From an optimization exercise on the open Yosys and OpenROAD flow, aimed at small area and a short achievable clock period; shortcuts taken in it are not production practice.
Where RTL was checked, it was by simulation tests only, not by an equivalence proof against the original.
No driver is modelled on the clock port, so clock power and skew are understated where the tree is cut down; a real chip needs a root buffer or a tree.
Power is estimated from default activity; no workload was simulated.

==> flow/design.v (excerpt) <==
module wallace_multiplier_16bit(
    input  wire        clk,
    input  wire        rst,
    input  wire [15:0] multiplicand,
    input  wire [15:0] multiplier,
    output reg  [31:0] result
);
Size: roughly 1000 cells after synthesis, about 66 I/O pins, about 0.013 mm^2 of cells after synthesis.
export LEC_CHECK = 0
export CAP_MARGIN = 20
export CORE_MARGIN = 2
export CORE_UTILIZATION = 60
export CTS_BUF_LIST = sky130_fd_sc_hd__clkbuf_4 sky130_fd_sc_hd__clkbuf_8
export CTS_CLUSTER_DIAMETER = 50
export CTS_CLUSTER_SIZE = 12
export SLEW_MARGIN = 20
export SYNTH_HIERARCHICAL = 1
export SYNTH_MINIMUM_KEEP_SIZE = 0
create_clock -name core_clock -period 3.0 [get_ports {clk}]
standard.sh (not shown) runs the stock make flow with config.mk's settings and CLKGATE_MAP_FILE= SYNTH_SCRIPT=/design/flow/synth_recipe.tcl, a recipe that flattens the netlist after the stock synthesis.
==> flow/flow/run.sh <==
#!/bin/bash
# Standard ORFS layout (the standard.sh) with these changes:
#  - plain buf_1 cells as the port buffers (buffer_ports picks delay cells by default);
#  - clock tree synthesis without dummy load cells;
set -euo pipefail
export BUFFER_PORTS_ARGS="-buffer_cell sky130_fd_sc_hd__buf_1"
export CTS_ARGS="-sink_clustering_enable -repair_clock_nets -dont_use_dummy_load -sink_clustering_size 12 -sink_clustering_max_diameter 50 -buf_list {sky130_fd_sc_hd__clkbuf_4 sky130_fd_sc_hd__clkbuf_8}"
SKIP_CTS_REPAIR_TIMING=1 SETUP_SLACK_MARGIN=0 bash standard.sh cts > standard_to_cts.log 2>&1
RES=orfs/results/${FLOW_PLATFORM:-sky130hd}/wallace_multiplier_16bit/base R5_MODE=none \
  openroad -no_init -exit flow/skew.tcl > skew.log 2>&1
SETUP_SLACK_MARGIN=1.15 bash standard.sh > standard_finish.log 2>&1
Other scripts of this flow, unchanged in this note and not shown: flow/flow/skew.tcl
The baseline ran to the end with no violations.
Change:
--- a/flow/flow/run.sh
+++ b/flow/flow/run.sh
@@ -11 +11 @@
-SETUP_SLACK_MARGIN=1.15 bash standard.sh > standard_finish.log 2>&1
+SETUP_SLACK_MARGIN=1.05 bash standard.sh > standard_finish.log 2>&1
What happened: The new run finished clean; global-route usage does not change; cell area drops by 6.1%; clock skew is about the same; first-iteration DRC count drops by about 22%; combinational power drops by 5.9%.
No run of this note included a check of the RTL's function; only the layout flow was run.

Setup of build 25:
wallace_multiplier_16bit, a different RTL version from the one above (not shown whole).
Size in the first run: roughly 1,100 cells after synthesis, ~330 flip-flops, roughly 14,000 um2 of cells after synthesis.
## wallace_multiplier_16bit
module wallace_multiplier_16bit(
    input  wire        clk,
    input  wire        rst,
    input  wire [15:0] multiplicand,
    input  wire [15:0] multiplier,
    output reg  [31:0] result
);
clock: 3.0 ns
lec_check: 0
cap_margin: 20
core_margin: 2
core_utilization: 60
cts_buf_list: sky130_fd_sc_hd__clkbuf_4 sky130_fd_sc_hd__clkbuf_8
cts_cluster_diameter: 50
cts_cluster_size: 12
slew_margin: 20
synth_hierarchical: 1
synth_minimum_keep_size: 0
==> flow/flow/run.sh <==
#!/bin/bash
# Standard ORFS layout (the standard.sh) with these changes:
#  - plain buf_1 cells as the port buffers (buffer_ports picks delay cells by default);
#  - clock tree synthesis without dummy load cells;
#  - timing repair only after global routing, with a setup margin.
set -euo pipefail
export BUFFER_PORTS_ARGS="-buffer_cell sky130_fd_sc_hd__buf_1"
export CTS_ARGS="-sink_clustering_enable -repair_clock_nets -dont_use_dummy_load -sink_clustering_size 12 -sink_clustering_max_diameter 50 -buf_list {sky130_fd_sc_hd__clkbuf_4 sky130_fd_sc_hd__clkbuf_8}"
SKIP_CTS_REPAIR_TIMING=1 SETUP_SLACK_MARGIN=0 bash standard.sh cts > standard_to_cts.log 2>&1
SETUP_SLACK_MARGIN=1.3 bash standard.sh > standard_finish.log 2>&1
## Diff of input files: build 54 against build 25
- an added SETUP_SLACK_MARGIN of 1.15
- a change of CORE_UTILIZATION from 60 to 75
==> flow/flow/run.sh <==
#!/bin/bash
# Standard ORFS layout (the standard.sh) with two changes:
#  - plain buf_1 cells as the port buffers (buffer_ports picks delay cells by default);
#  - clock tree synthesis without dummy load cells.
set -euo pipefail
export BUFFER_PORTS_ARGS="-buffer_cell sky130_fd_sc_hd__buf_1"
export CTS_ARGS="-sink_clustering_enable -repair_clock_nets -dont_use_dummy_load -sink_clustering_size 12 -sink_clustering_max_diameter 50 -buf_list {sky130_fd_sc_hd__clkbuf_4 sky130_fd_sc_hd__clkbuf_8}"
bash standard.sh > standard_flow.log 2>&1
[summary]
Row global-route total usage across every layer: build 54 higher / build 25 lower. Diff build 25 -> build 54 | die area | decrease of 20%. Fmax: build 54 above build 25. Final weighted congestion in routability-driven placement came out higher on build 54 than on build 25. Build 54 completed end to end with timing, DRC and antenna clean. Build 25 → build 54: largest net degree at the start of global routing shrank by about 11%, sequential share of layout area grew by 4.8 points, non-clock buffer count in the final layout decreased by 101 relative to the old numbers. Sort build 25 and build 54 by final area desc -> top: build 25. Diff build 25 -> build 54 | count of cell instances traversed by the critical path | increase of 4. Compared with build 25, in build 54 fraction of power consumed by combinational cells went down by 2.0 points; total power went down by 3.9%.
diff inputs: build 54 => build 55
- CORE_UTILIZATION now 60, was 75
## What came out
Looking at end point of the critical path, the result[30]$_DFF_PP0_ result is from build 54; the q3_s579$_DFF_P_ one comes from build 55. Build 55 vs build 54 — routed length on met3 dropped by more than a quarter. Compared build 55 vs build 54, and floorplan die width is up in build 55. In build 55 the setup slack turned out 0.012 ns lower than in build 54. As of build 55, total wirelength of the detailed-routed design had fallen slightly compared to build 54. Build 55 vs. build 54: full die area saw an increase; clock power went up; clock share of power moved up; combinational power has decreased. Summary: with build 54 as the reference, vertical die dimension in build 55 moved up by more than 10%.

== build 1 ==
wallace_multiplier_16bit, a different RTL version from the one above (not shown whole).
Size: roughly 1100 cells after synthesis, about 330 flip-flops, about 14000 sq um of cells after synthesis.
Settings: LEC_CHECK=0, CAP_MARGIN=20, CORE_MARGIN=2, CORE_UTILIZATION=60, CTS_BUF_LIST=sky130_fd_sc_hd__clkbuf_4 sky130_fd_sc_hd__clkbuf_8, CTS_CLUSTER_DIAMETER=50, CTS_CLUSTER_SIZE=12, SETUP_SLACK_MARGIN=1.1, SLEW_MARGIN=20, SYNTH_HIERARCHICAL=1, SYNTH_MINIMUM_KEEP_SIZE=0; clock period 3.0 ns.
run.sh (not shown) runs the stock make flow with config.mk's settings and CLKGATE_MAP_FILE= SYNTH_SCRIPT=/design/flow/synth_recipe.tcl, a recipe that flattens the netlist after the stock synthesis.
Stock flow here: none of the scripts above is used.
## Diff of input files: build 9 against build 1
==> flow/flow/run.sh (new file) <==
#!/bin/bash
# Standard ORFS layout (the standard.sh) with two changes:
#  - plain buf_1 cells as the port buffers (buffer_ports picks delay cells by default);
#  - clock tree synthesis without dummy load cells.
set -euo pipefail
export BUFFER_PORTS_ARGS="-buffer_cell sky130_fd_sc_hd__buf_1"
export CTS_ARGS="-sink_clustering_enable -repair_clock_nets -dont_use_dummy_load -sink_clustering_size 10 -sink_clustering_max_diameter 40 -buf_list {sky130_fd_sc_hd__clkbuf_4}"
bash standard.sh > standard_flow.log 2>&1
==> flow/standard.sh (new file) <==
#!/bin/bash
# synth_recipe.tcl (not shown) runs the flow's synth.tcl, then flattens the netlist and writes it again
# the make line also repeats each setting of config.mk as NAME=value (left out here)
make -C /OpenROAD-flow-scripts/flow DESIGN_CONFIG=/design/flow/config.mk WORK_HOME=/design/flow/orfs CLKGATE_MAP_FILE= SYNTH_SCRIPT=/design/flow/synth_recipe.tcl "${@:-finish}"
removed: flow/run.sh
Build 9 went all the way through the flow, and no timing, DRC or antenna check failed.
Comparing build 9 and build 1, the higher worst-case headroom to the max-slew limit was measured on build 9.
Looking at combinational group share of total power, build 9 sits 2.3 points above build 1.
sky130_fd_sc_hd__dfxtp_2 as the cell type of the slowest stage on the worst timing path was reported by build 9, and sky130_fd_sc_hd__fa_1 by build 1.
In build 9, the via count of the first global-routing pass came out 0.95% below the value in build 1.
Routed wire length per instance: build 9 lower than build 1
Compared with build 1, build 9 improves routed wire length.
Build 1 has a lower non-clock buffer count than build 9.
Status: HPWL after detailed placement parity (build 1, build 9)
Build 1 → build 9: portion of total power attributed to the clock network shows a reduction of 6.8 points; maximum single-stage delay on the critical path up 0.08 ns; total power fell by about 9%.
Edits applied to the flow inputs when going from build 9 to build 14:
==> flow/flow/run.sh <==
#!/bin/bash
# Standard ORFS layout (the standard.sh) with two changes:
#  - plain buf_1 cells as the port buffers (buffer_ports picks delay cells by default);
#  - clock tree synthesis without dummy load cells.
set -euo pipefail
export BUFFER_PORTS_ARGS="-buffer_cell sky130_fd_sc_hd__buf_1"
export CTS_ARGS="-sink_clustering_enable -repair_clock_nets -dont_use_dummy_load -sink_clustering_size 16 -sink_clustering_max_diameter 60 -buf_list {sky130_fd_sc_hd__clkbuf_4 sky130_fd_sc_hd__clkbuf_8}"
bash standard.sh > standard_flow.log 2>&1
Notes after the runs:
- Build 9 leaves less setup margin than build 14.
- On biggest cell delay along the critical path: build 14 sits below build 9.
- The final reports for build 14 and build 9 show total wire length lower in the former.
- From build 9 to build 14, average cell area after synthesis did not move at all.
- Initial antenna violation count, build 14 and build 9, lower one = build 14.
- Relative to build 9, part of the power in the clock network has increased by 0.8 points in build 14.
- Build 9 ended up with sky130_fd_sc_hd__dfxtp_2 as its worst-path cell with the longest stage delay; build 14 ended up with sky130_fd_sc_hd__fa_1.
- Looking at beginning of the critical path, the q1_multiplier_4 result is from build 9; the q2_s266 one comes from build 14.
- Build 14 against build 9: portion of the clock cycle consumed by the worst path in the final layout shows a reduction of 0.44 points, number of antenna cells inserted shows a reduction of 1, worst hold slack shows an increase of 0.044 ns, power spent charging and discharging nets shows no meaningful change, sequential cell power shows no meaningful change.
- Run comparison: build 14 type of the worst min-delay path primary input to async pin; build 9 type of the worst min-delay path primary input to flop
Modified inputs, build 17 compared to build 14
==> flow/flow/run.sh <==
#!/bin/bash
# Standard ORFS layout (the standard.sh) with two changes:
#  - plain buf_1 cells as the port buffers (buffer_ports picks delay cells by default);
#  - clock tree synthesis without dummy load cells.
set -euo pipefail
export BUFFER_PORTS_ARGS="-buffer_cell sky130_fd_sc_hd__buf_1"
export CTS_ARGS="-sink_clustering_enable -repair_clock_nets -dont_use_dummy_load -sink_clustering_size 12 -sink_clustering_max_diameter 50 -buf_list {sky130_fd_sc_hd__clkbuf_4 sky130_fd_sc_hd__clkbuf_8}"
bash standard.sh > standard_flow.log 2>&1
==> summary.txt <==
Build 14 ended up with q3_s617 as its capturing instance or port of the critical path; build 17 ended up with result[28]. Worst setup slack, build 14 and build 17: lower on build 14. The lower routed wirelength normalized by instance count of build 14 and build 17 is in build 14. Of build 14 and build 17, build 14 shows the higher sequential share of layout area, with build 17 below it.
Function was not checked in any run of this note: the RTL went through the layout flow alone.

Another version of the RTL of wallace_multiplier_16bit (not shown whole).
Size: ~1100 cells after synthesis, about 66 I/O pins, about 0.013 sq mm of cells after synthesis.
Settings: LEC_CHECK=0, CAP_MARGIN=20, CORE_MARGIN=2, CORE_UTILIZATION=60, CTS_BUF_LIST=sky130_fd_sc_hd__clkbuf_4 sky130_fd_sc_hd__clkbuf_8, CTS_CLUSTER_DIAMETER=50, CTS_CLUSTER_SIZE=12, SLEW_MARGIN=20, SYNTH_HIERARCHICAL=1, SYNTH_MINIMUM_KEEP_SIZE=0; clock period 3.0 ns.
standard.sh (not shown) runs the stock make flow with config.mk's settings and CLKGATE_MAP_FILE= SYNTH_SCRIPT=/design/flow/synth_recipe.tcl, a recipe that flattens the netlist after the stock synthesis.
==> flow/flow/run.sh <==
#!/bin/bash
# Standard ORFS layout (the standard.sh) with these changes:
#  - plain buf_1 cells as the port buffers (buffer_ports picks delay cells by default);
#  - clock tree synthesis without dummy load cells;
set -euo pipefail
export BUFFER_PORTS_ARGS="-buffer_cell sky130_fd_sc_hd__buf_1"
export CTS_ARGS="-sink_clustering_enable -repair_clock_nets -dont_use_dummy_load -sink_clustering_size 12 -sink_clustering_max_diameter 50 -buf_list {sky130_fd_sc_hd__clkbuf_4 sky130_fd_sc_hd__clkbuf_8}"
SKIP_CTS_REPAIR_TIMING=1 SETUP_SLACK_MARGIN=0 bash standard.sh cts > standard_to_cts.log 2>&1
RES=orfs/results/${FLOW_PLATFORM:-sky130hd}/wallace_multiplier_16bit/base R5_MODE=none \
  openroad -no_init -exit flow/skew.tcl > skew.log 2>&1
SETUP_SLACK_MARGIN=1.4 bash standard.sh > standard_finish.log 2>&1
Other scripts of this flow, unchanged in this note and not shown: flow/flow/skew.tcl
The first run completed without violations.
==> next run, changes <==
--- a/flow/flow/run.sh
+++ b/flow/flow/run.sh
@@ -10,2 +10,2 @@
   openroad -no_init -exit flow/skew.tcl > skew.log 2>&1
-SETUP_SLACK_MARGIN=1.4 bash standard.sh > standard_finish.log 2>&1
+SETUP_SLACK_MARGIN=1.3 bash standard.sh > standard_finish.log 2>&1
--- a/flow/config.mk
+++ b/flow/config.mk
@@ -9,3 +9,3 @@
 export CORE_MARGIN = 2
-export CORE_UTILIZATION = 60
+export CORE_UTILIZATION = 70
 export CTS_BUF_LIST = sky130_fd_sc_hd__clkbuf_4 sky130_fd_sc_hd__clkbuf_8
Outcome: Final area shrinks by 2.7%; flip-flop and latch count does not change; worst setup slack is better by 21 ps.

== JK ==
Another version of the RTL of wallace_multiplier_16bit (not shown whole).
For scale: about 0.014 mm² of cells after synthesis.
make LEC_CHECK=0 CAP_MARGIN=20 CORE_MARGIN=2 CORE_UTILIZATION=40 SETUP_SLACK_MARGIN=1.0 SLEW_MARGIN=20 SYNTH_HIERARCHICAL=1 SYNTH_MINIMUM_KEEP_SIZE=0 finish   # period 3.0 ns
run.sh (not shown) runs the stock make flow with config.mk's settings and CLKGATE_MAP_FILE= SYNTH_SCRIPT=/design/flow/synth_recipe.tcl, a recipe that flattens the netlist after the stock synthesis.
Stock flow here: none of the scripts above is used.
For MS, these inputs were changed with respect to JK:
Settings: CTS_BUF_LIST now sky130_fd_sc_hd__clkbuf_4 sky130_fd_sc_hd__clkbuf_8, previously not set; SETUP_SLACK_MARGIN now 1.3, was 1.0; CTS_CLUSTER_SIZE now 12, previously not set; CORE_UTILIZATION now 60, was 40; CTS_CLUSTER_DIAMETER now 50, previously not set.
Results
MS ended with every stage complete and zero timing, DRC or antenna violations.
As far as minimum setup slack among reg-to-reg paths is concerned, JK and MS perform about the same.
Measured against JK, the core area of MS comes out at 0.66 times the reference value.
Sort JK and MS by routability congestion estimate from global placement, descending, and JK comes first.
Going from JK to MS, die area has decreased, worst hold slack comparable.

Starting RTL as in the previous note.
make LEC_CHECK=0 CAP_MARGIN=20 CORE_MARGIN=2 CORE_UTILIZATION=60 SETUP_SLACK_MARGIN=1.0 SLEW_MARGIN=20 SYNTH_HIERARCHICAL=1 SYNTH_MINIMUM_KEEP_SIZE=0 finish   # period 3.0 ns
==> next run, changes <==
CTS_BUF_LIST = sky130_fd_sc_hd__clkbuf_4 sky130_fd_sc_hd__clkbuf_8   (was default)
CTS_CLUSTER_DIAMETER = 50   (was default)
CTS_CLUSTER_SIZE = 12   (was default)
SETUP_SLACK_MARGIN = 0.5   (was 1.0)
The new run ran to the end with no violations.
Die area stays the same.
Sequential cell count does not change.
Cell count goes down by 0.67%.
Total power goes down by 9.4%.
Register-to-register slack degrades by 0.21 ns.
Design area goes down by 3.6%.
Maximum frequency goes down by 9.4%.
Critical path depth does not change.

## v6
wallace_multiplier_16bit, a different RTL version from the one above (not shown whole).
For scale: roughly 66 I/O pins, roughly 14000 um2 of cells after synthesis.
export LEC_CHECK = 0
export CAP_MARGIN = 20
export CORE_MARGIN = 2
export CORE_UTILIZATION = 60
export CTS_BUF_LIST = sky130_fd_sc_hd__clkbuf_4 sky130_fd_sc_hd__clkbuf_8
export CTS_CLUSTER_DIAMETER = 50
export CTS_CLUSTER_SIZE = 12
export SLEW_MARGIN = 20
export SYNTH_HIERARCHICAL = 1
export SYNTH_MINIMUM_KEEP_SIZE = 0
create_clock -name core_clock -period 3.0 [get_ports {clk}]
standard.sh (not shown) runs the stock make flow with config.mk's settings and CLKGATE_MAP_FILE= SYNTH_SCRIPT=/design/flow/synth_recipe.tcl, a recipe that flattens the netlist after the stock synthesis.
==> flow/flow/run.sh <==
#!/bin/bash
# Standard ORFS layout (the standard.sh) with these changes:
#  - plain buf_1 cells as the port buffers (buffer_ports picks delay cells by default);
#  - clock tree synthesis without dummy load cells;
set -euo pipefail
export BUFFER_PORTS_ARGS="-buffer_cell sky130_fd_sc_hd__buf_1"
export CTS_ARGS="-sink_clustering_enable -repair_clock_nets -dont_use_dummy_load -sink_clustering_size 12 -sink_clustering_max_diameter 50 -buf_list {sky130_fd_sc_hd__clkbuf_4 sky130_fd_sc_hd__clkbuf_8}"
SKIP_CTS_REPAIR_TIMING=1 SETUP_SLACK_MARGIN=0 bash standard.sh cts > standard_to_cts.log 2>&1
RES=orfs/results/${FLOW_PLATFORM:-sky130hd}/wallace_multiplier_16bit/base R5_MODE=leaf \
  openroad -no_init -exit flow/skew.tcl > skew.log 2>&1
SETUP_SLACK_MARGIN=1.2 bash standard.sh > standard_finish.log 2>&1
==> flow/flow/skew.tcl <==
proc insts_matching {pats} {
  set r {}
  foreach i [[ord::get_db_block] getInsts] {
    if {[$i findITerm CLK] eq "NULL"} continue
    foreach p $pats { if {[string match $p [$i getName]]} { lappend r $i; break } }
  }
  return $r
}
proc clk_net_of {inst} { return [[[$inst findITerm CLK] getNet] getName] }
proc busiest_net {insts} {
  set cnt [dict create]
  foreach i $insts { dict incr cnt [clk_net_of $i] }
  set best ""; set bn 0
  dict for {k v} $cnt { if {$v > $bn} { set best $k; set bn $v } }
  return $best
}
proc regroup {name insts src_net cell} {
  set block [ord::get_db_block]
  set master [[ord::get_db] findMaster $cell]
  set inst [odb::dbInst_create $block $master $name]
  set net [odb::dbNet_create $block ${name}_net]
  $net setSigType CLOCK
  [$inst findITerm A] connect [$block findNet $src_net]
  [$inst findITerm X] connect $net
  set old {}
  set sx 0; set sy 0
  foreach i $insts {
    set it [$i findITerm CLK]
    lappend old [[$it getNet] getName]
    $it disconnect
    $it connect $net
    set b [$i getBBox]
    set sx [expr {$sx + ([$b xMin] + [$b xMax]) / 2}]
    set sy [expr {$sy + ([$b yMin] + [$b yMax]) / 2}]
  }
  set n [llength $insts]
  $inst setLocation [expr {$sx / $n}] [expr {$sy / $n}]
  $inst setPlacementStatus PLACED
  # drop clock buffers left without loads
  foreach on [lsort -unique $old] {
    set cn [$block findNet $on]
    if {$cn eq "NULL"} continue
    set loads 0
    foreach it [$cn getITerms] { if {[$it isInputSignal]} { incr loads } }
    if {$loads == 0} {
      foreach it [$cn getITerms] { odb::dbInst_destroy [$it getInst] }
      odb::dbNet_destroy $cn
      puts "removed clock net $on, left without loads"
    }
  }
  puts "$name: $cell drives $n clock pins from $src_net"
}
proc apply_skew {r5_mode} {
  set r1 [insts_matching {q1_*}]
  regroup ckskew_r1 $r1 clk sky130_fd_sc_hd__clkbuf_16
  if {$r5_mode eq "leaf"} {
    set r5 [insts_matching {result* vld_n*}]
    regroup ckskew_r5 $r5 [busiest_net $r5] sky130_fd_sc_hd__clkbuf_16
  }
}

set res $::env(RES)
read_db $res/4_cts.odb
apply_skew $::env(R5_MODE)
detailed_placement
check_placement
write_db $res/4_cts.odb
In summary, v6 completed successfully, with a layout that passed the timing, DRC and antenna checks.
Here is what was changed in the inputs of v7 compared with v6.
--- a/flow/flow/run.sh
+++ b/flow/flow/run.sh
@@ -7,5 +7,5 @@
 export CTS_ARGS="-sink_clustering_enable -repair_clock_nets -dont_use_dummy_load -sink_clustering_size 12 -sink_clustering_max_diameter 50 -buf_list {sky130_fd_sc_hd__clkbuf_4 sky130_fd_sc_hd__clkbuf_8}"
 SKIP_CTS_REPAIR_TIMING=1 SETUP_SLACK_MARGIN=0 bash standard.sh cts > standard_to_cts.log 2>&1
-RES=orfs/results/${FLOW_PLATFORM:-sky130hd}/wallace_multiplier_16bit/base R5_MODE=leaf \
+RES=orfs/results/${FLOW_PLATFORM:-sky130hd}/wallace_multiplier_16bit/base R5_MODE=none \
   openroad -no_init -exit flow/skew.tcl > skew.log 2>&1
-SETUP_SLACK_MARGIN=1.2 bash standard.sh > standard_finish.log 2>&1
+SETUP_SLACK_MARGIN=1.15 bash standard.sh > standard_finish.log 2>&1
### Flow results
- v7: full flow OK, the timing, DRC and antenna checks passed
- v6: done, clean on timing, DRC and antenna
- From v6 to v7 the numbers moved as follows: critical path depth went up; slack of the worst reg-to-reg path down 0.04 ns; critical path's largest stage delay saw little to no change; maximum clock frequency shows a reduction of 0.68%.
- In the reports for v7 and v6, the smaller met2 layer usage reported by global route belongs to v7.
- Design area: v7 > v6
- From v7 to v6, well tap count did not move at all.
- Worst hold slack in v7 is 0.017 ns below v6.
- Compared with v6, v7 shows a via count that is 0.89% higher.
- For v6, the type of the setup path with the least slack was reg2out, unlike v7, where it was reg2reg.
- Setup WNS v6 -> v7: worse
- Est. power | v7 vs v6 | v7 higher
No functional check of the RTL was part of any run of this note.

[afterwards: timing with drivers on the ports]
Ports are ideal in the flow. The routed layouts listed here were re-timed in OpenROAD.
Step 1, drivers: a clkbuf_16 drives clk and a buf_2 each remaining input, both assumed.
Step 2, shift: input delay + t, output delay - t, t = (earliest + latest rising clock arrival at the registers) / 2. This alone moves slack from input paths to output paths.
Slacks: no drivers / after step 1 / after step 2; pairs: no drivers / after step 1.
| run | t, ns | setup slack, ns | latest minus earliest clock arrival (ns) | worst slew at a driven data input, ns |
|---|---|---|---|---|
| the first run of note 1 | 0.422 | 1.089 / 1.089 / 1.089 | 0.394 / 0.395 | 0.04 |
| the second run of note 1 | 0.422 | 1.033 / 1.034 / 1.034 | 0.396 / 0.396 | 0.04 |
| build 25 | 0.556 | 1.100 / 1.100 / 1.100 | 0.048 / 0.048 | 0.04 |
| build 54 | 0.536 | 1.165 / 1.165 / 1.165 | 0.057 / 0.056 | 0.04 |
| build 55 | 0.550 | 1.153 / 1.153 / 1.153 | 0.021 / 0.022 | 0.03 |
| build 1 | 0.569 | 1.116 / 1.116 / 1.116 | 0.019 / 0.019 | 0.04 |
| build 9 | 0.660 | 1.113 / 1.113 / 1.113 | 0.051 / 0.052 | 0.04 |
| build 14 | 0.589 | 1.126 / 1.126 / 1.126 | 0.052 / 0.053 | 0.03 |
| build 17 | 0.549 | 1.144 / 1.144 / 1.144 | 0.031 / 0.031 | 0.03 |
| the first run of note 4 | 0.418 | 1.256 / 1.256 / 1.256 | 0.446 / 0.447 | 0.04 |
| the second run of note 4 | 0.394 | 1.277 / 1.277 / 1.277 | 0.390 / 0.390 | 0.05 |
| JK | 0.555 | 0.953 / 0.953 / 0.953 | 0.012 / 0.012 | 0.04 |
| MS | 0.583 | 0.964 / 0.964 / 0.964 | 0.033 / 0.033 | 0.04 |
| the first run of note 6 | 0.551 | 1.004 / 0.998 / 1.004 | 0.012 / 0.012 | 0.04 |
| the second run of note 6 | 0.580 | 0.796 / 0.796 / 0.796 | 0.019 / 0.020 | 0.04 |
| v6 | 0.495 | 1.153 / 1.100 / 1.180 | 0.558 / 0.557 | 0.03 |
| v7 | 0.400 | 1.140 / 1.140 / 1.140 | 0.366 / 0.367 | 0.03 |
Clock arrivals are far apart in 6 of these runs, so t is only a midpoint there and step 2 fits no single register.
